This is an optimization exercise on Yosys and OpenROAD, whose aim is small area and a short achievable clock period, not a production implementation.
In this exercise RTL edits were held to simulation tests only and were not proved equivalent to the original.
In runs 4 to 8 the design's own scripts or RTL, not TritonCTS, make the clock network.
The clock input has no modelled driver; a real chip could not lean on it and would need a root buffer or a full tree.
No activity file was given, so power comes from the tool's default toggle rates.

File: design/flow/config.mk
export PLATFORM = sky130hd
export DESIGN_NAME = fifo
export DESIGN_NICKNAME = fifo
export VERILOG_FILES = /design/flow/design.v
export SDC_FILE = /design/flow/constraint.sdc
export NUM_CORES = 4
export LEC_CHECK = 0
export CAP_MARGIN = 20
export CORE_MARGIN = 2
export CORE_UTILIZATION = 70
export CTS_CLUSTER_DIAMETER = 50
export CTS_CLUSTER_SIZE = 20
export SETUP_SLACK_MARGIN = 1.35
export SLEW_MARGIN = 20
export SYNTH_HIERARCHICAL = 1
File: design/flow/constraint.sdc
create_clock -name core_clock -period 3.0 [get_ports {clK}]
set_input_delay 0.6000 -clock core_clock [delete_from_list [all_inputs] [get_ports {clK}]]
set_output_delay 0.6000 -clock core_clock [all_outputs]
set_load 0.01 [all_outputs]
File: design/flow/design.v
module dpram (
    clK,
    wr_EN,
    wr_LO,
    wr_HI,
    wr_DATA,
    rd_SELn,
    rd_DATA
    );
    parameter DATA = 16;
    parameter ADDR = 5;
    localparam DEPTH = 1 << ADDR;
    localparam GROUPS = DEPTH / 4;
    input  wire              clK;
    input  wire              wr_EN;
    input  wire [3:0]        wr_LO;
    input  wire [GROUPS-1:0] wr_HI;
    input  wire [DATA-1:0]   wr_DATA;
    input  wire [DEPTH-1:0]  rd_SELn;      
    output reg  [DATA-1:0]   rd_DATA;
    reg  [DATA*DEPTH-1:0] Memory;
    wire [DATA*DEPTH-1:0] Memory_nxt;
    wire [DATA-1:0]       rd_mux;
    wire [GROUPS-1:0]     wr_grp;
    genvar r, b, g;
    generate
        for (g = 0; g < GROUPS; g = g + 1) begin : grp
            dpram_wgrp wgrp (
                .en(wr_EN),
                .sel(wr_HI[g]),
                .we(wr_grp[g])
                );
        end
        for (r = 0; r < DEPTH; r = r + 1) begin : row
            wire we   = wr_grp[r / 4] & wr_LO[r % 4];
            wire hold = ~we;
            for (b = 0; b < DATA; b = b + 1) begin : bt
                dpram_wbit wbit (
                    .we(we),
                    .hold(hold),
                    .d(wr_DATA[b]),
                    .q(Memory[r*DATA + b]),
                    .nxt(Memory_nxt[r*DATA + b])
                    );
            end
        end
        for (b = 0; b < DATA; b = b + 1) begin : col
            wire [DEPTH-1:0] bits;
            for (r = 0; r < DEPTH; r = r + 1) begin : pick
                assign bits[r] = Memory[r*DATA + b];
            end
            dpram_rcol #(.DEPTH(DEPTH)) rcol (
                .bits(bits),
                .seln(rd_SELn),
                .y(rd_mux[b])
                );
        end
    endgenerate
    always @(posedge clK) begin
        Memory  <= Memory_nxt;
        rd_DATA <= rd_mux;
    end
endmodule
module dpram_wgrp (en, sel, we);
    input  wire en;
    input  wire sel;
    output wire we;
    assign we = en & sel;
endmodule
module dpram_wbit (we, hold, d, q, nxt);
    input  wire we;
    input  wire hold;
    input  wire d;
    input  wire q;
    output wire nxt;
    assign nxt = (d & we) | (q & hold);
endmodule
module dpram_rcol (bits, seln, y);
    parameter DEPTH = 32;
    input  wire [DEPTH-1:0] bits;
    input  wire [DEPTH-1:0] seln;
    output wire             y;
    assign y = &(bits | seln);
endmodule
module fifo (
    clK,
    fifo_WR,
    fifo_IN,
    fifo_RD,
    fifo_OUT,
    rsT,
    statuS
    );
    parameter DATA = 16;
    parameter ADDR = 5;
    localparam DEPTH = 1 << ADDR;
    localparam GROUPS = DEPTH / 4;
    input clK;
    input  wire              fifo_WR;
    input  wire [DATA-1:0]   fifo_IN;
    input  wire              fifo_RD;
    output wire [DATA-1:0]   fifo_OUT;
    input  wire              rsT;
    output wire [1:0]        statuS;
    reg         [3:0]        Write_Lo;
    reg         [GROUPS-1:0] Write_Hi;
    reg         [DEPTH-1:0]  Read_Sel_n;
    reg         [1:0]        Diff;
    dpram #(.DATA(DATA), .ADDR(ADDR)) Fifomem (
        .clK(clK),
        .wr_EN(fifo_WR),
        .wr_LO(Write_Lo),
        .wr_HI(Write_Hi),
        .wr_DATA(fifo_IN),
        .rd_SELn(Read_Sel_n),
        .rd_DATA(fifo_OUT)
        );
    assign statuS = Diff;
    always @(posedge clK) begin
        if (rsT) begin
            Write_Lo <= 4'b0001;
            Write_Hi <= {{(GROUPS-1){1'b0}}, 1'b1};
            Read_Sel_n <= {{(DEPTH-1){1'b1}}, 1'b0};
            Diff     <= 0;
        end
        else begin
            if (fifo_WR) begin
                Write_Lo <= {Write_Lo[2:0], Write_Lo[3]};
                if (Write_Lo[3])
                    Write_Hi <= {Write_Hi[GROUPS-2:0], Write_Hi[GROUPS-1]};
            end
            if (fifo_RD)
                Read_Sel_n <= {Read_Sel_n[DEPTH-2:0], Read_Sel_n[DEPTH-1]};
            if (fifo_WR & ~fifo_RD)
                Diff <= Diff + 1'b1;
            else if (fifo_RD & ~fifo_WR)
                Diff <= Diff - 1'b1;
        end
    end
endmodule
File: design/flow/run.sh
#!/bin/bash
# synth_recipe.tcl (not shown) runs the flow's synth.tcl, then flattens the netlist and writes it again
# the make line also repeats each setting of config.mk as NAME=value (left out here)
make -C /OpenROAD-flow-scripts/flow DESIGN_CONFIG=/design/flow/config.mk WORK_HOME=/design/flow/orfs CLKGATE_MAP_FILE= SYNTH_SCRIPT=/design/flow/synth_recipe.tcl finish
==> results of run 1 <==
[layout make-up]
| class | count | area [um2] |
|---|---|---|
| Inverter | 2 | 21.27 |
| Clock inverter | 21 | 216.5 |
| Tap cell | 378 | 473.0 |
| Timing Repair Buffer | 121 | 963.4 |
| Multi-Input combinational cell | 1121 | 7948 |
| Fill cell | 1706 | 5219 |
| Sequential cell | 574 | 11560 |
| Clock buffer | 53 | 1226 |
| Timing Repair inverter | 1 | 6.256 |
[cells by family after synthesis]
group	Yosys count	synth area share, %
compound gates	809	32.87
mux	4	0.2054
flops	574	58.95
buf+inv	19	0.5776
xor+xnor	2	0.08988
simple gates	305	7.241
fa+ha+maj	1	0.06418
[state kept, by name, indices dropped and copies added, names as in the netlist]
name,cells
Diff,2
Fifomem.Memory,512
Fifomem.rd_DATA,16
Read_Sel_n,32
Write_Hi,8
Write_Lo,4
[worst min-delay path: cells and delay by family, from the launching register on]
kind	cells	cell delay, ns
AOI/OAI and AO/OA	1	0.05
DFF	1	0.33
and+or+nand+nor	1	0.05
[power groups by stage]
stage | registers [mW] | clock network [mW] | logic (mW)
2_1_floorplan | 8.25 | 0 | 0.642
3_3_place_gp | 8.36 | 0 | 1.04
3_5_place_dp | 8.37 | 0 | 1.07
4_1_cts | 8.21 | 5.90 | 1.09
5_1_grt | 8.25 | 6.19 | 1.18
6_report | 8.22 | 5.94 | 1.13
[synth_stat cells]
library cell    n
ha_1            1
mux2i_1         4
clkbuf_1        4
o22ai_1       256
nor2_1        149
o21ai_0         1
dfxtp_1       574
nand2_1        50
a21oi_1         9
buf_2           9
nand4_1        32
nand3b_1        1
and2_1         70
inv_2           1
inv_1           1
nor2b_1         2
or3_1           1
a22o_1        512
a211o_1        31
buf_6           4
xor2_1          2
[through the flow]
step	hold slack (ns)	area (um2)	std cells	setup slack, ns
2_1_floorplan	0.4405	19490	1714	1.395
3_3_place_gp	0.4452	20790	2187	0.5889
3_5_place_dp	0.4556	20790	2187	0.5176
4_1_cts	0.4775	22300	2263	1.289
5_1_grt	0.4857	22410	2271	1.354
6_report	0.4755	22410	2271	1.293
[per-layer routing]
layer  share of wire (%)  routed length [um]
met4                 6.9                4105
met2                  46               27670
met1                  38               23000
met3                 8.5                5095
met5               0.022                  13
[per-module statistics from Yosys (local to each module, per instance), excerpt]
module / copies in the design / area, um2 / flops+latches
dpram_wbit: 512 / 8.758 / 0
fifo: 1 / 1680 / 46
dpram_wgrp: 8 / 6.256 / 0
[worst min path at each step]
stage	from	end	slack, ns	depth (start not counted)
floorplan	Write_Hi[0]	Write_Hi[1]	0.44	2
global placement	Write_Hi[1]	Write_Hi[2]	0.45	2
detailed placement	Fifomem.Memory[232]	Fifomem.Memory[232]	0.46	1
CTS	Write_Hi[2]	Write_Hi[2]	0.48	2
global route	Fifomem.Memory[274]	Fifomem.Memory[274]	0.49	1
finish	Write_Hi[2]	Write_Hi[2]	0.48	2
[what timing repair did]
action                     4_1_cts  5_1_grt
pin swaps                        0        3
buffers inserted                 1        6
gates resized for setup        143       20
cloned                           1        2
hold buffers                     0        0
setup endpoints to repair      515      160
==> impl_metrics.toml, run 1 <==
[outcome]
outcome = "no timing/DRC/antenna violations"

[grt]
grt_antenna_before_repair = 1
grt_pass1_wl_um = 90240
grt_max_degree = 47
grt_pass1_vias = 15840
grt-ovfl-total = 0
grt.busiest_layer = "met2"
grt.total_usage_pct = 39.92
grt_use_met1_pct = 50.78
grt_use_met2_pct = 63.51
grt_util_met3_pct = 6.361

[power]
p_seq_share_pct = 53.7
p_comb_share_pct = 7.4
p_clk_share_pct = 38.8
p_per_area_nw_per_um2 = 682.4
p_int_mw = 11.45
power_mw = 15.29
p_sw_share_pct = 25.13
max-vdd-ir-drop_uv = 495.8
power_switching_mw = 3.844
leakage_nw = 9.004

[logic_synthesis]
seq_area_frac_synth_pct = 58.95
ys_ff_latch = 574
synth_area_leaders = "dfxtp_1 59%, a22o_1 23%, o22ai_1 8.2%, nor2_1 2.9%, and2_1 2.2%"
syn_area_per_cell_um2 = 11.37
syn_area_um2 = 19490
synthDistinctLibCells = 21
yosysTopAreaCell = "dfxtp_1"
synth_nets = 1735
syn_inst = 1714
synth_top_area_share_pct = 58.95
yosysWarnings = 8

[floorplan]
io_pins = 38
die_area_um2 = 29200
fp-row-count = 61
core_area_um2 = 27630
start_util_pct = 70.55
die_x_um = 170.9
die_h_um = 170.9

[cells_and_area]
final_net_count = 1884
fin_util_pct = 81.11
n_antenna_cell = 0
post_route_cells_drive_above_1_share_pct = 12.41
final_cell_mix = "538 x dfxtp_1, 512 x a22o_1, 256 x o22ai_1"
area_growth_pct = 14.97
final_common_cell = "dfxtp_1"

[sta]
report.final.setup_viol = 0
fin_crit_ns = 1.707
maxSlewHeadroom_pct = 43.68
finClkSkew_ns = 0.01639
fin_setup_tns_ns = 0
hold_viol_final = 0
finalMaxSlewViolations = 0
period_share_pct = 56.90
fmax_ghz = 0.5858
tightest_slew_ns = 0.8448
rsz0062_at_grt = "false"

[cts]
cts_buffers = 42
clock-sinks = 574
cts_max_level = 2
cts_tree = "done"
cts_buffer_depth = 3
clkLatencyLatePin_ns = 0.56
cts-root-buf = "clkbuf_16"
clk_pin_slew_ns = 0.08

[setup_path]
arrival_ns = 2.16
critPathLaunch = "Read_Sel_n[18]"
crit_required_ns = 3.45
r2r-end = "Fifomem.rd_DATA[2]"
path_class = "flop to flop"
cpPeakStageDelay_ns = 0.50
cp_slowest_cell = "dfxtp_4"
cp_num_cells = 4
r2r_slack_ns = 1.29
crit_family = "simple AND/OR/NAND/NOR gates"
cp-start-kind = "flop"
end_kind = "flop"
r2r_start = "Read_Sel_n[18]"
cp.buffers_inverters = 0
crit_path_frequent_cell = "nor2_1"
path_cells = "o22ai_1 > nor2_1 > nand4_1 > nor2_1"
reg2reg_depth = 4
worstSetupEndpoint = "Fifomem.rd_DATA[2]"
path_max_fanout = 18

[placement]
dp_hpwl_um = 35380
gp_congestion = 0.9140
port_buffers = 37

[drt]
wirelength_um = 59880
route.detailed.wl_per_inst_um = 26.37
ant_nets = 0
dr.first_iter.drc_count = 1881
firstDrtPassIters = 6
vias = 16640
drc = 0
vias_per_cell = 7.325

[run]
maxCapViolations = 0

[min_path]
hold_class = "flop to flop"
==> run 2: changes to the inputs <==
--- a/design/flow/config.mk
+++ b/design/flow/config.mk
@@ -10,6 +10,6 @@
 export CORE_UTILIZATION = 70
 export CTS_CLUSTER_DIAMETER = 50
 export CTS_CLUSTER_SIZE = 20
-export SETUP_SLACK_MARGIN = 1.35
+export SETUP_SLACK_MARGIN = 1.6
 export SLEW_MARGIN = 20
 export SYNTH_HIERARCHICAL = 1
==> run 2 against run 1 <==
Critical path type is now flop to output port. Combinational power up 12%. Sequential power down 0.5%. Critical endpoint is now statuS[1]. Critical path depth fell by 3. Area after synthesis unchanged. Final area increased by 0.66%. Clock power down 2%. Synthesized cell count is the same. Register-to-register slack improved by 0.21 ns. Non-clock buffer count decreased by 18. Utilization up 0.53 points.
==> impl_metrics.toml, run 2 <==
[cells_and_area]
fillers = 1700
final_common_cell = "dfxtp_1"
post_route_cells_drive_above_1_share_pct = 15.50
final_net_count = 1869
top_regs = "Fifomem.Memory x512, Read_Sel_n x32, Fifomem.rd_DATA x16"
area_growth_pct = 15.73
stdcell_area_um2 = 22560
final_cell_mix = "530 x dfxtp_1, 512 x a22o_1, 256 x o22ai_1"
regMostFlops = "Fifomem.Memory"
largest_reg_flops = 512
n_antenna_cell = 0

[sta]
finalMaxSlewViolations = 0
holdWs_ns = 0.4752
finClkSkew_ns = 0.02725
fin_ws_ns = 1.391
fin_setup_tns_ns = 0
report.final.setup_viol = 0
maxSlewHeadroom_pct = 45.32
fmax_ghz = 0.6216
rsz0062_at_grt = "true"
hold_viol_final = 0
period_share_pct = 53.63
fin_crit_ns = 1.609
tightest_slew_ns = 0.8201

[cts]
clk_pin_slew_ns = 0.08
cts-root-buf = "clkbuf_16"
ctsHoldBuffers = 0
cts_max_level = 2
cts_buffer_depth = 3
clkLatencyLatePin_ns = 0.56
clock-sinks = 574
cts_tree = "done"
cts_buffers = 42

[logic_synthesis]
yosysTopAreaCell = "dfxtp_1"
synth_top_area_share_pct = 58.95
yosysMostFrequentCell = "dfxtp_1"
yosys_most_used_dff = "dfxtp_1"
synth_nets = 1735
syn_inst = 1714
seq_area_frac_synth_pct = 58.95
syn_area_um2 = 19490
synth_area_leaders = "dfxtp_1 59%, a22o_1 23%, o22ai_1 8.2%, nor2_1 2.9%, and2_1 2.2%"
ys_async_sr_fraction_pct = 0
yosysWarnings = 8
ys_ff_latch = 574
syn_area_per_cell_um2 = 11.37
synthTopCellsByCount = "574 x dfxtp_1, 512 x a22o_1, 256 x o22ai_1"
synth_enable_flop_cells = 0
synthDistinctLibCells = 21

[setup_path]
crit_family = "flip-flops"
r2r_slack_ns = 1.50
arrival_ns = 1.01
cp.buffers_inverters = 1
path_cells = "buf_6"
path_class = "flop to output port"
path_max_fanout = 3
end_kind = "output port"
cp-start-kind = "flop"
r2r_start = "Read_Sel_n[21]"
r2r-end = "Fifomem.rd_DATA[15]"
crit_required_ns = 2.40
cpPeakStageDelay_ns = 0.35
reg2reg_depth = 4
cp_slowest_cell = "dfxtp_2"

[grt]
grt_max_degree = 47
grt_pass1_wl_um = 89620
grt_pass1_vias = 15430
grt.total_usage_pct = 40.02
grt_antenna_before_repair = 0
grt-ovfl-total = 0

[floorplan]
core_area_um2 = 27630
die_x_um = 170.9
fp-row-count = 61
start_util_pct = 70.55
die_h_um = 170.9
io_pins = 38
die_area_um2 = 29200

[drt]
wirelength_um = 61280
vias = 16690
drc = 0
firstDrtPassIters = 5
ant_nets = 0
vias_per_cell = 7.403
route.detailed.wl_per_inst_um = 27.18
dr.first_iter.drc_count = 1983

[power]
p_seq_share_pct = 53.5
p_comb_share_pct = 8.3
leakage_nw = 9.011
p_per_area_nw_per_um2 = 677.7
max-vdd-ir-drop_uv = 595.9
power_mw = 15.29
p_int_mw = 11.41
p_clk_share_pct = 38.2
p_sw_share_pct = 25.35
power_switching_mw = 3.875

[run]
maxCapViolations = 0

[placement]
placed_cell_area_um2 = 20600
gp_congestion = 0.9161
pre_cts_slack_ns = 0.5118
dp_hpwl_um = 35420
port_buffers = 37

[min_path]
hold_depth = 2
min_from = "Write_Hi[3]"
min_to = "Write_Hi[4]"
hold_class = "flop to flop"

[outcome]
outcome = "no timing/DRC/antenna violations"
[run 2: per-module statistics from Yosys, one instance, submodules excluded, excerpt]
module	cells	cell area (um2)	flip-flops and latches	copies in the design
dpram_wbit	1	8.758	0	512
dpram_wgrp	1	6.256	0	8
fifo	166	1680	46	1
[run 2: final cells by class]
type	count	area [um2]	share of cell area, %
Clock buffer	46	1097	4.864
Clock inverter	27	297.8	1.320
Inverter	2	15.01	0.06656
Multi-Input combinational cell	1124	8172	36.22
Sequential cell	574	11630	51.57
Tap cell	378	473.0	2.097
Timing Repair Buffer	103	863.3	3.827
Timing Repair inverter	1	6.256	0.02773
[run 2: cells by family after synthesis]
family / after synthesis / share of synthesized area (%)
buf+inv: 19 / 0.5776
flops: 574 / 58.95
xor+xnor: 2 / 0.08988
compound gates: 809 / 32.87
fa+ha+maj: 1 / 0.06418
simple gates: 305 / 7.241
mux: 4 / 0.2054
[run 2: power by group through the flow]
stage / clock network [mW] / registers (mW) / logic, mW
floorplan: 0 / 8.25 / 0.650
global placement: 0 / 8.35 / 1.08
detailed placement: 0 / 8.36 / 1.10
CTS: 5.81 / 8.18 / 1.17
global route: 6.13 / 8.21 / 1.31
finish: 5.84 / 8.18 / 1.27
[run 2: metal layers]
layer / wire length [um] / GRT usage [%] / up-vias
li1: - / - / 7165
met1: 23500 / 52.66 / 8075
met2: 27150 / 60.96 / 1166
met3: 5651 / 6.223 / 287
met4: 4991 / 27.67 / 0
met5: 0 / 0 / -
[run 2: worst max path at each step]
stage | from | end | slack, ns | cells after the start
floorplan | fifo_RD | Diff[1] | 1.50 | 6
global placement | fifo_WR | Fifomem.Memory[491] | 0.55 | 4
detailed placement | fifo_WR | Fifomem.Memory[492] | 0.51 | 4
CTS | Diff[1] | statuS[1] | 1.39 | 1
global route | Diff[1] | statuS[1] | 1.36 | 1
finish | Diff[1] | statuS[1] | 1.39 | 1
[run 2: metrics by stage]
| step | util, % | instances |
|---|---|---|
| final | 81.65 | 2255 |
| after global placement | 74.55 | 2144 |
| after floorplan | - | 1714 |
| after detailed placement | 74.55 | 2144 |
| after CTS | 80.74 | 2240 |
| after global routing | 81.65 | 2255 |
[run 2: worst register-to-register path: stages, from the launching register on]
cell,delay (ns)
dfxtp_4,0.52
o22ai_1,0.19
nor2_1,0.24
nand4_1,0.29
nor2_1,0.17
[run 2: repair_timing]
item | 4_1_cts | 5_1_grt
gates cloned | 1 | 3
endpoints found under the setup margin | 557 | 251
setup buffers | 22 | 12
gates resized for setup | 181 | 40
pin swaps | 7 | 11
==> run 3: changes to the inputs <==
--- a/design/flow/config.mk
+++ b/design/flow/config.mk
@@ -10,6 +10,6 @@
 export CORE_UTILIZATION = 70
 export CTS_CLUSTER_DIAMETER = 50
 export CTS_CLUSTER_SIZE = 20
-export SETUP_SLACK_MARGIN = 1.6
+export SETUP_SLACK_MARGIN = 1.45
 export SLEW_MARGIN = 20
 export SYNTH_HIERARCHICAL = 1
==> run 3 against run 2 <==
Clock power about the same. Global-route usage down 0.079 points. Clock-buffer cell count unchanged. Final area down 0.89%. Fmax up 0.69%. Critical path type is now flop to flop. Largest cell class unchanged.
==> impl_metrics.toml, run 3 <==
[placement]
port_buffers = 37
gp_congestion = 0.8922
dp_hpwl_um = 35870

[logic_synthesis]
yosysMostFrequentCell = "dfxtp_1"
synth_area_leaders = "dfxtp_1 59%, a22o_1 23%, o22ai_1 8.2%, nor2_1 2.9%, and2_1 2.2%"
yosysTopAreaCell = "dfxtp_1"
ys_async_sr_fraction_pct = 0
syn_area_per_cell_um2 = 11.37
yosys_most_used_dff = "dfxtp_1"
syn_area_um2 = 19490
yosysWarnings = 8
synth_nets = 1735
synth_enable_flop_cells = 0
ys_ff_latch = 574
synth_top_area_share_pct = 58.95
syn_inst = 1714
synthDistinctLibCells = 21
synthTopCellsByCount = "574 x dfxtp_1, 512 x a22o_1, 256 x o22ai_1"
seq_area_frac_synth_pct = 58.95

[cells_and_area]
top_regs = "Fifomem.Memory x512, Read_Sel_n x32, Fifomem.rd_DATA x16"
final_net_count = 1881
post_route_cells_drive_above_1_share_pct = 12.60
regMostFlops = "Fifomem.Memory"
area_growth_pct = 14.70
seq_area_um2 = 11600
largest_reg_flops = 512
final_common_cell = "dfxtp_1"
fillers = 1758
n_antenna_cell = 0
final_cell_mix = "528 x dfxtp_1, 512 x a22o_1, 256 x o22ai_1"
multi_input_area_um2 = 7931

[sta]
tightest_slew_ns = 0.8446
hold_viol_final = 0
fmax_ghz = 0.6259
report.final.setup_viol = 0
maxSlewHeadroom_pct = 43.69
fin_setup_tns_ns = 0
finalMaxSlewViolations = 0
period_share_pct = 53.26
finClkSkew_ns = 0.02182
rsz0062_at_grt = "true"
fin_crit_ns = 1.598

[power]
p_sw_share_pct = 25.10
p_comb_share_pct = 7.7
leakage_nw = 8.910
max-vdd-ir-drop_uv = 551.8
power_switching_mw = 3.815
power_mw = 15.20
p_int_mw = 11.39
p_clk_share_pct = 38.4
p_seq_share_pct = 54.0
p_per_area_nw_per_um2 = 680.0

[min_path]
hold_class = "flop to flop"

[setup_path]
crit_required_ns = 3.47
cp.buffers_inverters = 0
cp-start-kind = "flop"
end_kind = "flop"
crit_path_frequent_cell = "nor2_1"
path_class = "flop to flop"
path_cells = "o22ai_1 > nor2_1 > nand4_1 > nor2_1"
crit_family = "simple AND/OR/NAND/NOR gates"
path_max_fanout = 18
r2r_slack_ns = 1.40
cp_slowest_cell = "dfxtp_2"
arrival_ns = 2.07
cpPeakStageDelay_ns = 0.59

[cts]
cts_tree = "done"
cts_buffers = 42
clk_pin_slew_ns = 0.08
ctsHoldBuffers = 0
cts-root-buf = "clkbuf_16"
clkLatencyLatePin_ns = 0.56
cts_buffer_depth = 3
clock-sinks = 574
cts_max_level = 2

[drt]
dr.first_iter.drc_count = 1765
vias = 16410
route.detailed.wl_per_inst_um = 26.11
wirelength_um = 59180
ant_nets = 0
vias_per_cell = 7.238
drc = 0
firstDrtPassIters = 5

[run]
maxCapViolations = 0

[grt]
grt_pass1_wl_um = 89830
grt-ovfl-total = 0
grt_pass1_vias = 15520
grt_antenna_before_repair = 0
grt.total_usage_pct = 39.94
grt_max_degree = 47

[floorplan]
core_area_um2 = 27630
die_area_um2 = 29200
start_util_pct = 70.55
die_x_um = 170.9
die_h_um = 170.9
io_pins = 38
fp-row-count = 61

[outcome]
outcome = "no timing/DRC/antenna violations"
run 3: final cells by class:
type                            instances  share of cell area, %
Tap cell                              378                  2.115
Sequential cell                       574                  51.88
Inverter                                2                0.03358
Clock inverter                         27                  1.270
Timing Repair Buffer                  119                  4.276
Clock buffer                           46                  4.953
Multi-Input combinational cell       1121                  35.47
run 3: per-module statistics from Yosys (local to each module, per instance), a selection:
module	flops+latches	area, um2
dpram_wbit	0	8.758
dpram_wgrp	0	6.256
fifo	46	1680
run 3: worst register-to-register path, stage by stage (launching register included):
cell,delay [ns]
dfxtp_2,0.59
o22ai_1,0.16
nor2_1,0.25
nand4_1,0.32
nor2_1,0.20
run 3: metrics by stage:
stage,instance area (um2),setup WS [ns],utilization [%],std cells,hold slack [ns]
final,22360,1.402,80.92,2267,0.4657
after global placement,20840,0.3549,75.42,2192,0.4526
after detailed placement,20840,0.3085,75.42,2192,0.4557
after floorplan,19510,1.457,-,1714,0.4405
after global routing,22360,1.394,80.92,2267,0.4846
after CTS,22290,1.382,80.66,2267,0.4668
run 3: path summary, 6_finish.rpt:
| path | depth (start not counted) | startpoint | endpoint |
|---|---|---|---|
| min reg2reg | 2 | Write_Hi[1] | Write_Hi[2] |
| max reg2reg | 4 | Read_Sel_n[21] | Fifomem.rd_DATA[3] |
| max | 4 | Read_Sel_n[21] | Fifomem.rd_DATA[3] |
| min | 2 | Write_Hi[1] | Write_Hi[2] |
run 3: routing by layer:
| layer | global-route usage [%] | part of all wire [%] | up-vias |
|---|---|---|---|
| li1 | - | - | 7194 |
| met1 | 52.66 | 39 | 7987 |
| met2 | 62.38 | 45 | 988 |
| met4 | 25.68 | 7.7 | 0 |
| met3 | 5.182 | 8.2 | 239 |
| met5 | 0 | 0 | - |
run 3: logic make-up after synthesis:
group,count (synthesis),synth area share (%)
compound gates,809,32.87
flops,574,58.95
simple gates,305,7.241
buf+inv,19,0.5776
mux,4,0.2054
xor+xnor,2,0.08988
fa+ha+maj,1,0.06418
run 3: what timing repair did:
action,in CTS,in global routing
gates resized for setup,144,29
setup buffers,2,0
setup endpoints to repair,579,34
run 3: power by group through the flow:
stage | combinational, mW | sequential, mW | clock (mW)
final | 1.17 | 8.20 | 5.83
after global routing | 1.22 | 8.24 | 6.12
after CTS | 1.13 | 8.20 | 5.82
after detailed placement | 1.11 | 8.37 | 0
after global placement | 1.08 | 8.36 | 0
after floorplan | 0.644 | 8.25 | 0
==> run 4: changes to the inputs <==
==> design/flow/flow/run.sh (new file) <==
#!/bin/bash
# Layout flow: the standard flow (standard.sh), except that the clock
# tree is the fixed two-stage tree of flow/clocktree.tcl (clock port -> one
# clkbuf_16 per quadrant -> one clkbuf_16 per cluster of about 23
# flip-flops) instead of TritonCTS's three-stage tree. flow/pre_cts.tcl puts
# it in place of clock_tree_synthesis inside ORFS's CTS step.
set -euo pipefail
W=$(pwd)
export PRE_CTS_TCL="$W/flow/pre_cts.tcl"
bash standard.sh PRE_CTS_TCL="$W/flow/pre_cts.tcl" finish > "$W/standard_flow.log" 2>&1
==> design/flow/flow/clocktree.tcl (new file) <==
# Two-stage clock tree: clK -> 4 root clkbufs (one per quadrant of the
# flip-flops) -> leaf clkbufs (a grid of nx by ny per quadrant) -> flip-flops.
# Each group is split by x into nx columns of equal count, then each column
# by y into ny groups of equal count; buffers sit at their group centroid.
proc grid_split {pts nx ny} {
  set pts [lsort -integer -index 1 $pts]
  set n [llength $pts]
  set out {}
  for {set c 0} {$c < $nx} {incr c} {
    set col [lrange $pts [expr {$c*$n/$nx}] [expr {($c+1)*$n/$nx - 1}]]
    set col [lsort -integer -index 2 $col]
    set m [llength $col]
    for {set r 0} {$r < $ny} {incr r} {
      lappend out [lrange $col [expr {$r*$m/$ny}] [expr {($r+1)*$m/$ny - 1}]]
    }
  }
  return $out
}
proc centroid {cl} {
  set x 0; set y 0
  foreach p $cl { set x [expr {$x + [lindex $p 1]}]; set y [expr {$y + [lindex $p 2]}] }
  return [list [expr {$x / [llength $cl]}] [expr {$y / [llength $cl]}]]
}
proc build_tree {nx ny rootm leafm} {
  set block [ord::get_db_block]
  set db [ord::get_db]
  set clk [$block findNet clK]
  set pts {}
  foreach it [$clk getITerms] {
    set bb [[$it getInst] getBBox]
    lappend pts [list $it [expr {([$bb xMin]+[$bb xMax])/2}] [expr {([$bb yMin]+[$bb yMax])/2}]]
  }
  set lm [$db findMaster $leafm]
  set rm [$db findMaster $rootm]
  set q 0; set k 0
  foreach quad [grid_split $pts 2 2] {
    set root [odb::dbInst_create $block $rm clkroot_$q]
    set rnet [odb::dbNet_create $block clknet_root_$q]
    $rnet setSigType CLOCK
    [$root findITerm A] connect $clk
    [$root findITerm X] connect $rnet
    set c [centroid $quad]
    $root setLocation [lindex $c 0] [lindex $c 1]
    $root setPlacementStatus PLACED
    foreach cl [grid_split $quad $nx $ny] {
      set c [centroid $cl]
      set b [odb::dbInst_create $block $lm clkleaf_$k]
      $b setLocation [lindex $c 0] [lindex $c 1]
      $b setPlacementStatus PLACED
      set net [odb::dbNet_create $block clknet_leaf_$k]
      $net setSigType CLOCK
      [$b findITerm A] connect $rnet
      [$b findITerm X] connect $net
      foreach p $cl {
        set it [lindex $p 0]
        $it disconnect
        $it connect $net
      }
      incr k
    }
    incr q
  }
}
==> design/flow/flow/pre_cts.tcl (new file) <==
# Sourced by ORFS's cts.tcl before it calls clock_tree_synthesis: replaces
# that command with a fixed two-stage clock tree (clocktree.tcl). Everything
# else in the CTS step (legalisation, timing repair) runs as usual.
source [file join [file dirname [info script]] clocktree.tcl]
rename clock_tree_synthesis tritoncts_clock_tree_synthesis
proc clock_tree_synthesis {args} {
  build_tree 2 3 sky130_fd_sc_hd__clkbuf_16 sky130_fd_sc_hd__clkbuf_16
  catch {global_connect}
  set_propagated_clock [all_clocks]
}
==> design/flow/standard.sh (new file) <==
#!/bin/bash
# synth_recipe.tcl (not shown) runs the flow's synth.tcl, then flattens the netlist and writes it again
# the make line also repeats each setting of config.mk as NAME=value (left out here)
make -C /OpenROAD-flow-scripts/flow DESIGN_CONFIG=/design/flow/config.mk WORK_HOME=/design/flow/orfs CLKGATE_MAP_FILE= SYNTH_SCRIPT=/design/flow/synth_recipe.tcl "${@:-finish}"
--- a/design/flow/config.mk
+++ b/design/flow/config.mk
@@ -8,8 +8,6 @@
 export CAP_MARGIN = 20
 export CORE_MARGIN = 2
 export CORE_UTILIZATION = 70
-export CTS_CLUSTER_DIAMETER = 50
-export CTS_CLUSTER_SIZE = 20
 export SETUP_SLACK_MARGIN = 1.45
 export SLEW_MARGIN = 20
 export SYNTH_HIERARCHICAL = 1
removed: design/flow/run.sh
==> run 4 against run 3 <==
Area after synthesis did not move. Die area did not move. Critical path depth did not move. Utilization fell by 2.6 points. Power fell by 13%. Final cell count fell by 2.1%. Global-route usage fell by 1.5 points. Largest cell class unchanged. Sequential share of layout area rose by 1.7 points. Wire length fell by 2.2%.
==> impl_metrics.toml, run 4 <==
[outcome]
outcome = "no timing/DRC/antenna violations"

[cells_and_area]
post_route_cells_drive_above_1_share_pct = 9.175
n_antenna_cell = 0
final_cell_mix = "539 x dfxtp_1, 512 x a22o_1, 256 x o22ai_1"
top_regs = "Fifomem.Memory x512, Read_Sel_n x32, Fifomem.rd_DATA x16"
fin_util_pct = 78.27
largest_reg_flops = 512
regMostFlops = "Fifomem.Memory"
area_growth_pct = 10.94
final_net_count = 1865
final_common_cell = "dfxtp_1"

[setup_path]
path_max_fanout = 18
cp.buffers_inverters = 0
cp_slowest_cell = "dfxtp_2"
path_class = "flop to flop"
crit_required_ns = 3.27
end_kind = "flop"
crit_path_frequent_cell = "nor2_1"
cpPeakStageDelay_ns = 0.60
crit_family = "simple AND/OR/NAND/NOR gates"
cp-start-kind = "flop"
path_cells = "o22ai_1 > nor2_1 > nand4_1 > nor2_1"
arrival_ns = 1.88

[sta]
fin_crit_ns = 1.603
maxSlewHeadroom_pct = 44.44
rsz0062_at_grt = "true"
report.final.setup_viol = 0
fmax_ghz = 0.6239
holdWs_ns = 0.4762
period_share_pct = 53.43
hold_viol_final = 0
finalMaxSlewViolations = 0
tightest_slew_ns = 0.8334
fin_setup_tns_ns = 0
finClkSkew_ns = 0.01173
fin_ws_ns = 1.397

[floorplan]
start_util_pct = 70.55
io_pins = 38
die_x_um = 170.9
die_area_um2 = 29200
core_area_um2 = 27630
fp-row-count = 61
die_h_um = 170.9

[logic_synthesis]
synth_enable_flop_cells = 0
yosysWarnings = 8
synthTopCellsByCount = "574 x dfxtp_1, 512 x a22o_1, 256 x o22ai_1"
synth_area_leaders = "dfxtp_1 59%, a22o_1 23%, o22ai_1 8.2%, nor2_1 2.9%, and2_1 2.2%"
synth_top_area_share_pct = 58.95
yosys_most_used_dff = "dfxtp_1"
syn_area_per_cell_um2 = 11.37
seq_area_frac_synth_pct = 58.95
syn_inst = 1714
yosysMostFrequentCell = "dfxtp_1"
synthDistinctLibCells = 21
ys_async_sr_fraction_pct = 0
ys_ff_latch = 574
syn_area_um2 = 19490
yosysTopAreaCell = "dfxtp_1"
synth_nets = 1735

[cts]
ctsHoldBuffers = 0
clk_pin_slew_ns = 0.09
clkLatencyLatePin_ns = 0.34
post_cts_buffers = 0
post_cts_resized = 94

[drt]
firstDrtPassIters = 5
ant_nets = 0
drc = 0
dr.first_iter.drc_count = 1740
vias = 16140
route.detailed.wl_per_inst_um = 26.07
vias_per_cell = 7.272
wirelength_um = 57870

[placement]
gp_congestion = 0.8922
dp_hpwl_um = 35870
port_buffers = 37
pre_cts_slack_ns = 0.3085

[grt]
grt_max_degree = 47
grt_pass1_vias = 15030
grt-ovfl-total = 0
grt.total_usage_pct = 38.43
grt_antenna_before_repair = 0
grt_pass1_wl_um = 87260

[power]
p_per_area_nw_per_um2 = 610.3
leakage_nw = 8.559
max-vdd-ir-drop_uv = 413.8
power_mw = 13.20

[run]
maxCapViolations = 0

[min_path]
hold_class = "flop to flop"
## run 4: cell counts after synthesis
No cell type changed its count.
## run 4: power by group
group	switching [mW]	leakage (nW)	total [mW]	internal (mW)
clock	2.16	0.345	3.85	1.68
sequential	0.319	4.65	8.20	7.89
combinational	0.664	3.56	1.15	0.482
total	3.15	8.56	13.2	10.1
## run 4: worst reg2reg max path: cells and delay by family, from the launching register on
kind	cells	cell delay (ns)
and+or+nand+nor	3	0.77
DFF	1	0.60
AOI/OAI and AO/OA	1	0.17
## run 4: path summary, 6_finish.rpt
kind / slack (ns) / start / to / depth (start not counted)
worst min-delay path: 0.48 / Write_Hi[2] / Write_Hi[2] / 2
worst max-delay path: 1.40 / Read_Sel_n[11] / Fifomem.rd_DATA[11] / 4
worst max register to register: 1.40 / Read_Sel_n[11] / Fifomem.rd_DATA[11] / 4
worst min register to register: 0.48 / Write_Hi[2] / Write_Hi[2] / 2
## run 4: per-module statistics from Yosys (local to each module, per instance), excerpt
module	flip-flops and latches	cells inside	copies in the design	cell area, um2
dpram_wbit	0	1	512	8.758
dpram_wgrp	0	1	8	6.256
fifo	46	166	1	1680
## run 4: cell families (layout without fill, tap and decap cells)
family          after synthesis  in the layout  share of synthesized area [%]
compound gates              809            809                          32.87
xor+xnor                      2              2                        0.08988
fa+ha+maj                     1              1                        0.06418
buf+inv                      19            147                         0.5776
flops                       574            574                          58.95
mux                           4              4                         0.2054
simple gates                305            305                          7.241
## run 4: layer usage
layer | GRT usage, % | wire length [um]
met1 | 51.92 | 22610
met4 | 21.96 | 4083
met5 | 0 | 0
met2 | 61.10 | 26240
met3 | 3.377 | 4936
## run 4: cell type report
cell class              instances  area (um2)
repair buffers                117       923.4
plain buffers                  28       700.7
inverters                       2       7.507
fillers                      1894        6003
flip-flops and latches        574       11580
multi-input cells            1121        7939
well taps                     378       473.0
## run 4: through the flow
stage                     instance area (um2)  cells
after floorplan                         19510   1714
after global placement                  20840   2192
after detailed placement                20840   2192
after CTS                               21620   2220
after global routing                    21630   2220
final                                   21630   2220
==> run 5: changes to the inputs <==
--- a/design/flow/config.mk
+++ b/design/flow/config.mk
@@ -8,6 +8,6 @@
 export CAP_MARGIN = 20
 export CORE_MARGIN = 2
 export CORE_UTILIZATION = 70
-export SETUP_SLACK_MARGIN = 1.45
+export SETUP_SLACK_MARGIN = 1.75
 export SLEW_MARGIN = 20
 export SYNTH_HIERARCHICAL = 1
==> run 5 against run 4 <==
Clock skew up 0.017 ns. Setup slack worse by 0.21 ns. Area after synthesis unchanged. Sequential share of layout area down 5.2 points. Wire length up 41%. Die area unchanged. Clock power up 5%. Utilization up 8.9 points. Power up 6.5%. Sequential power about the same. Combinational power up about 60%. Largest cell class unchanged.
==> impl_metrics.toml, run 5 <==
[cells_and_area]
top_regs = "Fifomem.Memory x512, Read_Sel_n x32, Fifomem.rd_DATA x16"
post_route_cells_drive_above_1_share_pct = 21.77
area_growth_pct = 23.51
final_net_count = 1957
stdcell_count = 2315
regMostFlops = "Fifomem.Memory"
fillers = 1295
final_cell_mix = "526 x dfxtp_1, 512 x a22o_1, 229 x o22ai_1"
largest_reg_flops = 512
final_common_cell = "dfxtp_1"

[cts]
clkLatencyLatePin_ns = 0.37
ctsHoldBuffers = 0
clk_pin_slew_ns = 0.10

[sta]
tightest_slew_ns = 0.8764
fin_ws_ns = 1.186
finClkSkew_ns = 0.02828
fmax_ghz = 0.5513
rsz0062_at_grt = "true"
holdWs_ns = 0.4808
report.final.setup_viol = 0
fin_setup_tns_ns = 0
finalMaxSlewViolations = 0
fin_crit_ns = 1.814
period_share_pct = 60.47
maxSlewHeadroom_pct = 41.58
hold_viol_final = 0

[setup_path]
cp-start-kind = "flop"
r2r-end = "Fifomem.rd_DATA[10]"
cpPeakStageDelay_ns = 0.47
cp.buffers_inverters = 1
r2r_slack_ns = 1.19
critPathLaunch = "Read_Sel_n[14]"
path_max_fanout = 4
r2r_start = "Read_Sel_n[14]"
reg2reg_depth = 5
end_kind = "flop"
crit_required_ns = 3.28
path_cells = "buf_4 > o22ai_1 > nor2_2 > nand4_1 > nor2_1"
cp_slowest_cell = "dfxtp_4"
arrival_ns = 2.09
worstSetupEndpoint = "Fifomem.rd_DATA[10]"
crit_family = "simple AND/OR/NAND/NOR gates"
cp_num_cells = 5
path_class = "flop to flop"

[placement]
dp_cells = 2135
pre_cts_slack_ns = 0.6820
dp_hpwl_um = 35260
port_buffers = 37
gp_congestion = 0.8754

[drt]
vias = 18990
firstDrtPassIters = 7
dr.first_iter.drc_count = 3427
wirelength_um = 81700
drc = 0
ant_nets = 0
route.detailed.wl_per_inst_um = 35.29
vias_per_cell = 8.204

[logic_synthesis]
yosysMostFrequentCell = "dfxtp_1"
ys_ff_latch = 574
yosys_most_used_dff = "dfxtp_1"
yosysWarnings = 8
synth_enable_flop_cells = 0
ys_async_sr_fraction_pct = 0
synth_top_area_share_pct = 58.95
synthDistinctLibCells = 21
synth_nets = 1735
yosysTopAreaCell = "dfxtp_1"
synth_area_leaders = "dfxtp_1 59%, a22o_1 23%, o22ai_1 8.2%, nor2_1 2.9%, and2_1 2.2%"
syn_area_um2 = 19490
synthTopCellsByCount = "574 x dfxtp_1, 512 x a22o_1, 256 x o22ai_1"
syn_area_per_cell_um2 = 11.37
syn_inst = 1714
seq_area_frac_synth_pct = 58.95

[grt]
grt_use_met1_pct = 56.95
grt_pass1_vias = 16710
grt-ovfl-total = 0
grt.busiest_layer = "met2"
grt_use_met2_pct = 70.64
grt_pass1_wl_um = 102400
grt.total_usage_pct = 46.45
grt_max_degree = 47
grt_antenna_before_repair = 2
grt_util_met3_pct = 10.11

[floorplan]
core_area_um2 = 27630
start_util_pct = 70.55
die_h_um = 170.9
fp-row-count = 61
die_area_um2 = 29200
io_pins = 38
die_x_um = 170.9

[run]
maxCapViolations = 0

[power]
max-vdd-ir-drop_uv = 459.2
p_per_area_nw_per_um2 = 583.6
leakage_nw = 9.923

[outcome]
outcome = "no timing/DRC/antenna violations"

[min_path]
hold_class = "flop to flop"
run 5: cell counts after synthesis:
Identical to the previous run, type by type.
run 5: cell type report:
type / instances / area [um2] / share of cell area (%)
multi-input cells: 1151 / 8880 / 36.88
flip-flops and latches: 574 / 11640 / 48.34
diodes: 3 / 7.507 / 0.03118
repair buffers: 179 / 2356 / 9.786
inverters: 2 / 20.02 / 0.08315
plain buffers: 28 / 700.7 / 2.910
well taps: 378 / 473.0 / 1.964
run 5: through the flow:
step | utilization (%) | area, um2 | power [mW]
after floorplan | - | 19760 | 8.915
after global placement | 74.65 | 20630 | 9.416
after detailed placement | 74.65 | 20630 | 9.455
after CTS | 83.30 | 23020 | 13.50
after global routing | 87.12 | 24070 | 14.22
final | 87.14 | 24080 | 14.05
run 5: worst min path at each step:
stage	from	end	slack, ns	cells after the start
after floorplan	Fifomem.Memory[16]	Fifomem.Memory[16]	0.44	1
after global placement	Fifomem.Memory[363]	Fifomem.Memory[363]	0.46	1
after detailed placement	Fifomem.Memory[422]	Fifomem.Memory[422]	0.46	1
after CTS	Write_Hi[3]	Write_Hi[4]	0.48	2
after global routing	Fifomem.Memory[149]	Fifomem.Memory[149]	0.49	1
final	Fifomem.Memory[270]	Fifomem.Memory[270]	0.48	1
run 5: timing repair:
action	CTS	global route
pin swaps	35	83
gates resized for setup	324	105
endpoints found under the setup margin	592	401
setup buffers	51	50
gates cloned	19	29
run 5: modules after synthesis (local to each module, per instance), a selection:
module	area, um2	times used	cells inside
dpram_wgrp	6.256	8	1
fifo	1680	1	166
dpram_wbit	8.758	512	1
run 5: cells by family after synthesis:
family | after synthesis | synth area share, %
multiplexers | 4 | 0.2054
XOR/XNOR | 2 | 0.08988
buffers and inverters | 19 | 0.5776
AO/OA/AOI/OAI | 809 | 32.87
adder cells (fa/ha/maj) | 1 | 0.06418
AND/OR/NAND/NOR | 305 | 7.241
flip-flops | 574 | 58.95
run 5: where the power goes:
part	total, mW	switching (mW)	internal, mW
clock network	4.03	2.34	1.69
logic	1.84	1.04	0.803
registers	8.18	0.296	7.88
total	14.1	3.67	10.4
run 5: routing by layer:
| layer | vias to the layer above | part of all wire, % |
|---|---|---|
| met5 | - | 0.013 |
| met4 | 2 | 12 |
| met3 | 708 | 15 |
| met2 | 1960 | 40 |
| met1 | 8940 | 33 |
| li1 | 7382 | - |
==> run 6: changes to the inputs <==
--- a/design/flow/config.mk
+++ b/design/flow/config.mk
@@ -8,6 +8,6 @@
 export CAP_MARGIN = 20
 export CORE_MARGIN = 2
 export CORE_UTILIZATION = 70
-export SETUP_SLACK_MARGIN = 1.75
+export SETUP_SLACK_MARGIN = 1.6
 export SLEW_MARGIN = 20
 export SYNTH_HIERARCHICAL = 1
==> run 6 against run 5 <==
Still clean on timing, DRC and antenna. Clock skew shrank 0.013 ns. Global-route usage shrank 7.6 points. Critical path depth is the same. Sequential cell count is the same. Utilization shrank 7.6 points. Via count shrank 14%. Sequential power is essentially flat. First-iteration DRC count shrank 47%. Critical path type unchanged.
==> impl_metrics.toml, run 6 <==
[outcome]
outcome = "no timing/DRC/antenna violations"

[drt]
dr.first_iter.drc_count = 1808
vias_per_cell = 7.417
wirelength_um = 59370
firstDrtPassIters = 5
ant_nets = 0
drc = 0
route.detailed.wl_per_inst_um = 26.83
vias = 16410

[logic_synthesis]
yosysMostFrequentCell = "dfxtp_1"
yosys.area_share.xor_xnor_pct = 0.08986
syn_area_um2 = 19490
synth_top_area_share_pct = 58.95
synthDistinctLibCells = 21
seq_area_frac_synth_pct = 58.95
ys_async_sr_fraction_pct = 0
ys_ff_latch = 574
synth_top_family_by_area = "compound AO/OA/AOI/OAI gates"
yosys_most_used_dff = "dfxtp_1"
yosysWarnings = 8
synth_nets = 1735
synth-simple-area-share_pct = 7.241
synthMuxAreaShare_pct = 0.2054
synth_compound_gate_area_share_pct = 32.87
synth_area_leaders = "dfxtp_1 59%, a22o_1 23%, o22ai_1 8.2%, nor2_1 2.9%, and2_1 2.2%"
synthTopCellsByCount = "574 x dfxtp_1, 512 x a22o_1, 256 x o22ai_1"
synthAdderAreaFrac_pct = 0.06419
synth_enable_flop_cells = 0
syn_area_per_cell_um2 = 11.37
syn_inst = 1714
yosysTopAreaCell = "dfxtp_1"

[power]
max-vdd-ir-drop_uv = 491.0
p_per_area_nw_per_um2 = 607.7
power_mw = 13.35
p_clk_share_pct = 29.2
p_int_mw = 10.12
p_comb_share_pct = 9.5
p_sw_share_pct = 24.23
power_switching_mw = 3.236
p_seq_share_pct = 61.3
leakage_nw = 8.800

[run]
maxCapViolations = 0

[cts]
ctsHoldBuffers = 0
clkLatencyLatePin_ns = 0.35
clk_pin_slew_ns = 0.10

[placement]
port_buffers = 37
dp_hpwl_um = 35420
gp_congestion = 0.9161
pre_cts_slack_ns = 0.5118

[sta]
rsz0062_at_grt = "true"
finalMaxSlewViolations = 0
period_share_pct = 49.04
tightest_slew_ns = 0.8391
maxSlewHeadroom_pct = 44.06
fin_crit_ns = 1.471
finClkSkew_ns = 0.01547
fin_setup_tns_ns = 0
fmax_ghz = 0.6797
holdWs_ns = 0.4795
report.final.setup_viol = 0
hold_viol_final = 0
fin_ws_ns = 1.529

[cells_and_area]
regMostFlops = "Fifomem.Memory"
multi_input_area_um2 = 8210
post_route_cells_drive_above_1_share_pct = 13.58
seq_area_um2 = 11630
top_regs = "Fifomem.Memory x512, Read_Sel_n x32, Fifomem.rd_DATA x16"
final_cell_mix = "531 x dfxtp_1, 512 x a22o_1, 256 x o22ai_1"
final_common_cell = "dfxtp_1"
fin_util_pct = 79.54
area_growth_pct = 12.73
largest_reg_flops = 512
fillers = 1786
final_net_count = 1857

[min_path]
hold_class = "flop to flop"

[floorplan]
die_h_um = 170.9
start_util_pct = 70.55
core_area_um2 = 27630
die_x_um = 170.9
fp-row-count = 61
io_pins = 38
die_area_um2 = 29200

[setup_path]
path_max_fanout = 7
arrival_ns = 1.75
r2r_slack_ns = 1.53
cp-start-kind = "flop"
path_class = "flop to flop"
crit_required_ns = 3.28
end_kind = "flop"

[grt]
grt_antenna_before_repair = 2
grt-ovfl-total = 0
grt_max_degree = 47
grt.total_usage_pct = 38.90
grt_pass1_wl_um = 88380
grt_pass1_vias = 15300
## run 6: cell count changes in the layout (fill, tap and decap cells not counted), moves of 13 or more
cell             delta
o22ai_2            -19
nor2_2             -19
buf_4              -19
buf_12             -41
clkdlybuf4s50_1    +16
and2_4             -28
nand2_4            -13
o22ai_1            +27
nor2_1             +28
## run 6: timing repair
action,4_1_cts,5_1_grt
setup endpoints to repair,592,146
resized for setup,221,40
buffers inserted,15,23
cloned,2,0
pin swaps,6,15
## run 6: logic make-up after synthesis
| logic type | after synthesis |
|---|---|
| AO/OA/AOI/OAI | 809 |
| XOR/XNOR | 2 |
| adder cells (fa/ha/maj) | 1 |
| buffers and inverters | 19 |
| flip-flops | 574 |
| multiplexers | 4 |
| AND/OR/NAND/NOR | 305 |
## run 6: power by group through the flow
stage	combinational [mW]	clock [mW]	sequential, mW
final	1.27	3.90	8.18
after global placement	1.08	0	8.35
after detailed placement	1.10	0	8.36
after CTS	1.16	3.87	8.18
after floorplan	0.650	0	8.25
after global routing	1.32	4.13	8.21
## run 6: per-stage QoR
step	instances	instance area, um2
after floorplan	1714	19630
after global placement	2144	20600
after detailed placement	2144	20600
after CTS	2189	21670
after global routing	2212	21970
final	2213	21970
## run 6: final cells by class
type,count,share of cell area (%)
Antenna cell,1,0.01139
Buffer,28,3.189
Inverter,2,0.06833
Multi-Input combinational cell,1122,37.36
Sequential cell,574,52.94
Tap cell,378,2.152
Timing Repair Buffer,107,4.253
Timing Repair inverter,1,0.02847
## run 6: layer usage
metal / global-route usage [%] / up-vias / part of all wire (%)
met4: 22.96 / 0 / 7.1
met3: 5.228 / 226 / 8.5
met2: 61.08 / 1022 / 45
li1: - / 7119 / -
met5: 0 / - / 0
met1: 51.76 / 8046 / 39
## run 6: final timing paths
| kind | from | to | cells past startpoint |
|---|---|---|---|
| worst max-delay path | Read_Sel_n[24] | Fifomem.rd_DATA[12] | 5 |
| worst min-delay path | Write_Hi[4] | Write_Hi[5] | 2 |
| worst max register to register | Read_Sel_n[24] | Fifomem.rd_DATA[12] | 5 |
| worst min register to register | Write_Hi[4] | Write_Hi[5] | 2 |
## run 6: modules after synthesis (local to each module, per instance), excerpt
| module | cell area (um2) | cells |
|---|---|---|
| dpram_wgrp | 6.256 | 1 |
| fifo | 1680 | 166 |
| dpram_wbit | 8.758 | 1 |
## run 6: worst max-delay path: stages (launching register included)
cell and delay, ns:
dfxtp_4 0.47, buf_8 0.18, o22ai_1 0.09, nor2_1 0.19, nand4_1 0.28, nor2_1 0.18
==> run 7: changes to the inputs <==
--- a/design/flow/flow/clocktree.tcl
+++ b/design/flow/flow/clocktree.tcl
@@ -21,7 +21,10 @@
   foreach p $cl { set x [expr {$x + [lindex $p 1]}]; set y [expr {$y + [lindex $p 2]}] }
   return [list [expr {$x / [llength $cl]}] [expr {$y / [llength $cl]}]]
 }
-proc build_tree {nx ny rootm leafm} {
+# Flip-flops whose instance name matches early_pat are wired to their
+# quadrant's root buffer instead of to a leaf buffer, so their clock comes one
+# stage earlier (useful skew for paths between registers that they start).
+proc build_tree {nx ny rootm leafm {early_pat ""}} {
   set block [ord::get_db_block]
   set db [ord::get_db]
   set clk [$block findNet clK]
@@ -42,7 +45,17 @@
     set c [centroid $quad]
     $root setLocation [lindex $c 0] [lindex $c 1]
     $root setPlacementStatus PLACED
-    foreach cl [grid_split $quad $nx $ny] {
+    set late {}
+    foreach p $quad {
+      set it [lindex $p 0]
+      if {$early_pat ne "" && [string match $early_pat [[$it getInst] getName]]} {
+        $it disconnect
+        $it connect $rnet
+      } else {
+        lappend late $p
+      }
+    }
+    foreach cl [grid_split $late $nx $ny] {
       set c [centroid $cl]
       set b [odb::dbInst_create $block $lm clkleaf_$k]
       $b setLocation [lindex $c 0] [lindex $c 1]
--- a/design/flow/flow/pre_cts.tcl
+++ b/design/flow/flow/pre_cts.tcl
@@ -4,7 +4,7 @@
 source [file join [file dirname [info script]] clocktree.tcl]
 rename clock_tree_synthesis tritoncts_clock_tree_synthesis
 proc clock_tree_synthesis {args} {
-  build_tree 2 3 sky130_fd_sc_hd__clkbuf_16 sky130_fd_sc_hd__clkbuf_16
+  build_tree 2 3 sky130_fd_sc_hd__clkbuf_16 sky130_fd_sc_hd__clkbuf_16 {Read_Sel_n*}
   catch {global_connect}
   set_propagated_clock [all_clocks]
 }
==> run 7 against run 6 <==
Largest power group unchanged. Wire length fell by 0.89%. Still clean. Final cell count is 1.5% lower. Sequential cell count is the same. Power decreased by 0.30%. Final area decreased by 1.5%. Global-route usage fell by 0.29 points. Clock skew increased by 0.19 ns. Critical endpoint is now Fifomem.rd_DATA[14].
==> impl_metrics.toml, run 7 <==
[outcome]
outcome = "no timing/DRC/antenna violations"

[floorplan]
die_x_um = 170.9
io_pins = 38
start_util_pct = 70.55
fp-row-count = 61
die_h_um = 170.9
core_area_um2 = 27630
die_area_um2 = 29200

[cells_and_area]
final_net_count = 1825
stdcell_area_um2 = 21640
n_antenna_cell = 0
largest_reg_flops = 512
post_route_cells_drive_above_1_share_pct = 11.38
area_growth_pct = 11.02
stdcell_count = 2180
top_regs = "Fifomem.Memory x512, Read_Sel_n x32, Fifomem.rd_DATA x16"
final_common_cell = "dfxtp_1"
final_cell_mix = "529 x dfxtp_1, 512 x a22o_1, 256 x o22ai_1"
regMostFlops = "Fifomem.Memory"

[logic_synthesis]
yosys_most_used_dff = "dfxtp_1"
synthTopCellsByCount = "574 x dfxtp_1, 512 x a22o_1, 256 x o22ai_1"
yosysMostFrequentCell = "dfxtp_1"
yosysTopAreaCell = "dfxtp_1"
synthDistinctLibCells = 21
syn_inst = 1714
synth_top_area_share_pct = 58.95
syn_area_per_cell_um2 = 11.37
seq_area_frac_synth_pct = 58.95
syn_area_um2 = 19490
ys_ff_latch = 574
synth_area_leaders = "dfxtp_1 59%, a22o_1 23%, o22ai_1 8.2%, nor2_1 2.9%, and2_1 2.2%"
yosysWarnings = 8
synth_nets = 1735
synth_enable_flop_cells = 0
ys_async_sr_fraction_pct = 0

[cts]
clkLatencyLatePin_ns = 0.38
clk_pin_slew_ns = 0.13
ctsHoldBuffers = 0

[power]
leakage_nw = 8.630
max-vdd-ir-drop_uv = 530.2
power_mw = 13.31
p_per_area_nw_per_um2 = 615.2

[grt]
grt_max_degree = 47
grt.total_usage_pct = 38.61
grt_antenna_before_repair = 1
grt_pass1_vias = 15140
grt_pass1_wl_um = 87840
grt-ovfl-total = 0

[sta]
holdWs_ns = 0.4801
finClkSkew_ns = 0.2020
finalMaxSlewViolations = 0
tightest_slew_ns = 0.8448
hold_viol_final = 0
rsz0062_at_grt = "true"
fmax_ghz = 0.6802
maxSlewHeadroom_pct = 43.68
fin_crit_ns = 1.470
fin_setup_tns_ns = 0
report.final.setup_viol = 0
period_share_pct = 49.01

[run]
maxCapViolations = 0

[setup_path]
path_max_fanout = 18
r2r_start = "Read_Sel_n[28]"
reg2reg_depth = 4
arrival_ns = 1.75
cp-start-kind = "flop"
path_class = "flop to flop"
crit_required_ns = 3.28
end_kind = "flop"
r2r-end = "Fifomem.rd_DATA[14]"
r2r_slack_ns = 1.53

[drt]
dr.first_iter.drc_count = 1943
vias = 16190
vias_per_cell = 7.425
wirelength_um = 58840
route.detailed.wl_per_inst_um = 26.99
ant_nets = 0
firstDrtPassIters = 6
drc = 0

[min_path]
hold_depth = 2
min_to = "Write_Hi[1]"
min_from = "Write_Hi[0]"
hold_class = "flop to flop"

[placement]
dp_cells = 2144
dp_hpwl_um = 35420
port_buffers = 37
gp_congestion = 0.9161
placed_cell_area_um2 = 20600
==> run 7: changes by cell type in the layout (fill, tap and decap cells not counted), moves of 2 or more <==
cell,delta
nand2_4,-2
nor2_2,-12
nor2_1,+12
dfxtp_4,-23
and2_2,+2
dfxtp_2,+25
buf_4,-35
dfxtp_1,-2
and2_4,+2
buf_6,+3
==> run 7: metrics by stage <==
stage	utilization [%]	worst slack [ns]
2_1_floorplan	-	1.504
3_3_place_gp	74.55	0.5507
3_5_place_dp	74.55	0.5118
4_1_cts	77.80	1.577
5_1_grt	78.33	1.541
6_report	78.33	1.530
==> run 7: what timing repair did <==
| item | 4_1_cts | 5_1_grt |
|---|---|---|
| setup buffers | 1 | 1 |
| resized for setup | 192 | 36 |
| cloned | 4 | 2 |
| hold endpoints to repair | 0 | 0 |
| pin swaps | 0 | 2 |
| setup endpoints to repair | 592 | 324 |
==> run 7: layout make-up <==
class,count,area (um2)
inverter,2,15.01
fill,1840,5988
timing repair inverter,1,6.256
multi-input combinational,1126,8204
tap,378,473.0
buffer,28,700.7
sequential,574,11580
timing repair buffer,71,664.4
==> run 7: cell families after synthesis <==
group                    after synthesis  synth area share, %
buffers and inverters                 19               0.5776
flip-flops                           574                58.95
multiplexers                           4               0.2054
AND/OR/NAND/NOR                      305                7.241
adder cells (fa/ha/maj)                1              0.06418
XOR/XNOR                               2              0.08988
AO/OA/AOI/OAI                        809                32.87
==> run 7: worst max-delay path, cell delays in order (launching register included) <==
cell	delay [ns]
dfxtp_2	0.60
o22ai_1	0.16
nor2_1	0.32
nand4_1	0.24
nor2_1	0.24
==> run 7: worst max path at each step <==
stage | from | end | slack (ns) | cells past startpoint
finish | Read_Sel_n[28] | Fifomem.rd_DATA[14] | 1.53 | 4
global route | Read_Sel_n[28] | Fifomem.rd_DATA[14] | 1.54 | 4
CTS | Diff[1] | statuS[1] | 1.58 | 1
detailed placement | fifo_WR | Fifomem.Memory[492] | 0.51 | 4
global placement | fifo_WR | Fifomem.Memory[491] | 0.55 | 4
floorplan | fifo_RD | Diff[1] | 1.50 | 6
==> run 7: layer usage <==
metal,vias to the layer above,track usage (%),wire length [um]
met5,-,0,0
met4,0,21.89,3870
met3,202,4.118,4635
met2,890,60.36,26490
met1,8043,52.67,23840
li1,7052,-,-
==> run 7: Yosys stat by module (local to each module, per instance), excerpt <==
module,cells inside,area (um2)
dpram_wbit,1,8.758
fifo,166,1680
dpram_wgrp,1,6.256
==> run 7: where the power goes <==
| group | switching [mW] | internal (mW) | total, mW |
|---|---|---|---|
| Clock | 2.24 | 1.68 | 3.92 |
| Combinational | 0.674 | 0.503 | 1.18 |
| Sequential | 0.324 | 7.89 | 8.21 |
==> run 8: changes to the inputs <==
--- a/design/flow/design.v
+++ b/design/flow/design.v
@@ -116,11 +116,38 @@
         .rd_DATA(fifo_OUT)
         );
     assign statuS = Diff;
+    wire read_shift = fifo_RD & ~rsT;
+    wire read_hold  = ~fifo_RD & ~rsT;
+    wire [DEPTH-1:0] read_sel_n_nxt;
+    wire             read_sel_0;
+    fifo_ring_bit ring0 (
+        .shift(read_shift),
+        .hold(read_hold),
+        .set(rsT),
+        .prev(~Read_Sel_n[DEPTH-1]),
+        .cur(~Read_Sel_n[0]),
+        .nxt(read_sel_0)
+        );
+    assign read_sel_n_nxt[0] = ~read_sel_0;
+    genvar r;
+    generate
+        for (r = 1; r < DEPTH; r = r + 1) begin : ring
+            fifo_ring_bit rbit (
+                .shift(read_shift),
+                .hold(read_hold),
+                .set(rsT),
+                .prev(Read_Sel_n[r-1]),
+                .cur(Read_Sel_n[r]),
+                .nxt(read_sel_n_nxt[r])
+                );
+        end
+    endgenerate
+    always @(posedge clK)
+        Read_Sel_n <= read_sel_n_nxt;
     always @(posedge clK) begin
         if (rsT) begin
             Write_Lo <= 4'b0001;
             Write_Hi <= {{(GROUPS-1){1'b0}}, 1'b1};
-            Read_Sel_n <= {{(DEPTH-1){1'b1}}, 1'b0};
             Diff     <= 0;
         end
         else begin
@@ -129,8 +156,6 @@
                 if (Write_Lo[3])
                     Write_Hi <= {Write_Hi[GROUPS-2:0], Write_Hi[GROUPS-1]};
             end
-            if (fifo_RD)
-                Read_Sel_n <= {Read_Sel_n[DEPTH-2:0], Read_Sel_n[DEPTH-1]};
             if (fifo_WR & ~fifo_RD)
                 Diff <= Diff + 1'b1;
             else if (fifo_RD & ~fifo_WR)
@@ -138,3 +163,12 @@
         end
     end
 endmodule
+module fifo_ring_bit (shift, hold, set, prev, cur, nxt);
+    input  wire shift;
+    input  wire hold;
+    input  wire set;
+    input  wire prev;
+    input  wire cur;
+    output wire nxt;
+    assign nxt = set | (shift & prev) | (hold & cur);
+endmodule
==> design/flow/flow/run.sh (replaced) <==
#!/bin/bash
# Layout flow: the standard flow (standard.sh), except that the clock
# tree is the fixed two-stage tree of flow/clocktree.tcl (clock port -> one
# clkbuf_16 per quadrant -> one clkbuf_16 per cluster of about 23
# flip-flops) instead of TritonCTS's three-stage tree. flow/pre_cts.tcl puts
# it in place of clock_tree_synthesis inside ORFS's CTS step. The
# read-pointer flip-flops (Read_Sel_n) hang on the root buffers, one stage
# earlier than the rest: useful skew for the read mux paths they start.
# Port buffers are buf_2 instead of the delay buffer buffer_ports picks.
set -euo pipefail
W=$(pwd)
export PRE_CTS_TCL="$W/flow/pre_cts.tcl"
export BUFFER_PORTS_ARGS="-buffer_cell sky130_fd_sc_hd__buf_2"
bash standard.sh PRE_CTS_TCL="$PRE_CTS_TCL" BUFFER_PORTS_ARGS="$BUFFER_PORTS_ARGS" finish > "$W/standard_flow.log" 2>&1
--- a/design/flow/flow/pre_cts.tcl
+++ b/design/flow/flow/pre_cts.tcl
@@ -4,7 +4,7 @@
 source [file join [file dirname [info script]] clocktree.tcl]
 rename clock_tree_synthesis tritoncts_clock_tree_synthesis
 proc clock_tree_synthesis {args} {
-  build_tree 2 3 sky130_fd_sc_hd__clkbuf_16 sky130_fd_sc_hd__clkbuf_16 {Read_Sel_n*}
+  build_tree 2 3 sky130_fd_sc_hd__clkbuf_16 sky130_fd_sc_hd__clkbuf_16
   catch {global_connect}
   set_propagated_clock [all_clocks]
 }
==> run 8 against run 7 <==
Sequential cell count stayed put. Still clean on timing, DRC and antenna. Utilization up 3.0 points. Final cell count decreased by 1.0%. Sequential power barely moved. Critical endpoint is now Fifomem.rd_DATA[4]. Critical path depth rose by 1. Largest cell class unchanged. Wire length rose by 7.5%. First-iteration DRC count grew 12%. Synthesized cell count fell by 2.2%. Via count increased by 2.9%. Sequential share of layout area shrank 0.57 points.
==> impl_metrics.toml, run 8 <==
[outcome]
outcome = "no timing/DRC/antenna violations"

[sta]
holdWs_ns = 0.4825
report.final.setup_viol = 0
rsz0062_at_grt = "true"
fin_crit_ns = 1.640
tightest_slew_ns = 0.9300
period_share_pct = 54.66
finalMaxSlewViolations = 0
fin_setup_tns_ns = 0
maxSlewHeadroom_pct = 38.00
fmax_ghz = 0.6098
finClkSkew_ns = 0.01862

[cts]
ctsHoldBuffers = 0
clk_pin_slew_ns = 0.09
clkLatencyLatePin_ns = 0.35

[setup_path]
r2r-end = "Fifomem.rd_DATA[4]"
path_max_fanout = 8
reg2reg_depth = 5
end_kind = "flop"
arrival_ns = 1.92
crit_required_ns = 3.28
r2r_start = "Read_Sel_n[20]"
r2r_slack_ns = 1.36
path_class = "flop to flop"
cp-start-kind = "flop"

[min_path]
min_to = "Fifomem.Memory[410]"
min_from = "Fifomem.Memory[410]"
hold_depth = 1

[logic_synthesis]
yosysTopAreaCell = "dfxtp_1"
synthTopCellsByCount = "574 x dfxtp_1, 512 x a22o_1, 256 x o22ai_1"
synth_nets = 1698
ys_ff_latch = 574
seq_area_frac_synth_pct = 59.51
syn_inst = 1677
syn_area_per_cell_um2 = 11.51
syn_area_um2 = 19310
synth_enable_flop_cells = 0
synth_top_area_share_pct = 59.51
synth_area_leaders = "dfxtp_1 60%, a22o_1 23%, o22ai_1 8.3%, nor2_1 2.9%, a221o_1 1.7%"

[grt]
grt.total_usage_pct = 39.62
grt_antenna_before_repair = 0
grt_max_degree = 45
grt_pass1_vias = 15200

[cells_and_area]
final_net_count = 1839
largest_reg_flops = 512
post_route_cells_drive_above_1_share_pct = 16.85
area_growth_pct = 13.83
stdcell_area_um2 = 21980
regMostFlops = "Fifomem.Memory"
final_common_cell = "dfxtp_1"
top_regs = "Fifomem.Memory x512, Read_Sel_n x32, Fifomem.rd_DATA x16"

[power]
p_per_area_nw_per_um2 = 612.6
max-vdd-ir-drop_uv = 472.5
leakage_nw = 8.719

[floorplan]
fp-row-count = 60
die_x_um = 170.1
die_h_um = 170.1
core_area_um2 = 27030
io_pins = 38

[placement]
placed_cell_area_um2 = 20130
port_buffers = 37
dp_hpwl_um = 35710
gp_congestion = 0.9184

[run]
maxCapViolations = 0

[drt]
ant_nets = 0
wirelength_um = 63260
drc = 0
firstDrtPassIters = 5
dr.first_iter.drc_count = 2170
vias = 16660
vias_per_cell = 7.721
-- run 8: cell families (layout without fill, tap and decap cells) --
| logic type | Yosys count | in the layout | synth area share [%] |
|---|---|---|---|
| compound gates | 810 | 810 | 33.44 |
| simple gates | 275 | 279 | 6.325 |
| other cells | 0 | 1 | 0 |
| mux | 3 | 3 | 0.1555 |
| buf+inv | 12 | 147 | 0.4147 |
| flops | 574 | 574 | 59.51 |
| fa+ha+maj | 1 | 1 | 0.06479 |
| xor+xnor | 2 | 2 | 0.09074 |
-- run 8: per-module statistics from Yosys (local to each module, per instance), excerpt --
module / cells / flip-flops and latches / times used / area, um2
fifo: 97 / 46 / 1 / 1176
fifo_ring_bit: 1 / 0 / 32 / 10.01
dpram_wgrp: 1 / 0 / 8 / 6.256
dpram_wbit: 1 / 0 / 512 / 8.758
-- run 8: worst max-delay path by stage --
stage / cells past startpoint / slack (ns) / end / from
6_report: 5 / 1.36 / Fifomem.rd_DATA[4] / Read_Sel_n[20]
5_1_grt: 5 / 1.42 / Fifomem.rd_DATA[4] / Read_Sel_n[22]
3_3_place_gp: 4 / 1.02 / Fifomem.Memory[108] / fifo_WR
3_5_place_dp: 4 / 0.99 / Fifomem.Memory[231] / fifo_WR
2_1_floorplan: 4 / 1.48 / Read_Sel_n[0] / rsT
4_1_cts: 4 / 1.55 / Fifomem.rd_DATA[0] / Read_Sel_n[11]
-- run 8: what timing repair did --
item / in CTS / in global routing
setup endpoints to repair: 568 / 119
gates cloned: 1 / 3
pin swaps: 9 / 45
buffers inserted: 11 / 58
resized for setup: 112 / 77
hold endpoints to repair: 0 / 0
-- run 8: routing by layer --
metal	global-route usage (%)	wire length [um]
met1	52.96	24260
met2	62.87	28040
met3	4.372	6017
met4	23.00	4951
met5	0	0
-- run 8: layout make-up --
type	instances	area (um2)
Antenna cell	1	2.502
Buffer	28	700.7
Fill cell	1605	5046
Inverter	5	22.52
Multi-Input combinational cell	1095	8279
Sequential cell	574	11630
Tap cell	341	426.7
Timing Repair Buffer	114	915.9
-- run 8: power by group --
part	leakage [nW]	switching (mW)	total (mW)	internal [mW]
Combinational	3.71	0.726	1.30	0.570
Clock	0.345	2.24	3.93	1.69
Sequential	4.67	0.344	8.24	7.89
-- run 8: through the flow --
stage	setup WS, ns	power [mW]	util (%)	std cells
5_1_grt	1.423	13.74	81.32	2157
4_1_cts	1.548	13.14	78.49	2096
3_5_place_dp	0.9868	9.398	74.48	2056
3_3_place_gp	1.023	9.356	74.48	2056
2_1_floorplan	1.481	8.902	-	1677
6_report	1.360	13.47	81.33	2158
-- run 8: critical path, stage by stage (launching register included) --
cell and delay (ns):
dfxtp_4 0.42, buf_4 0.21, o22ai_1 0.12, nor2_2 0.29
nand4_1 0.31, nor2_1 0.20
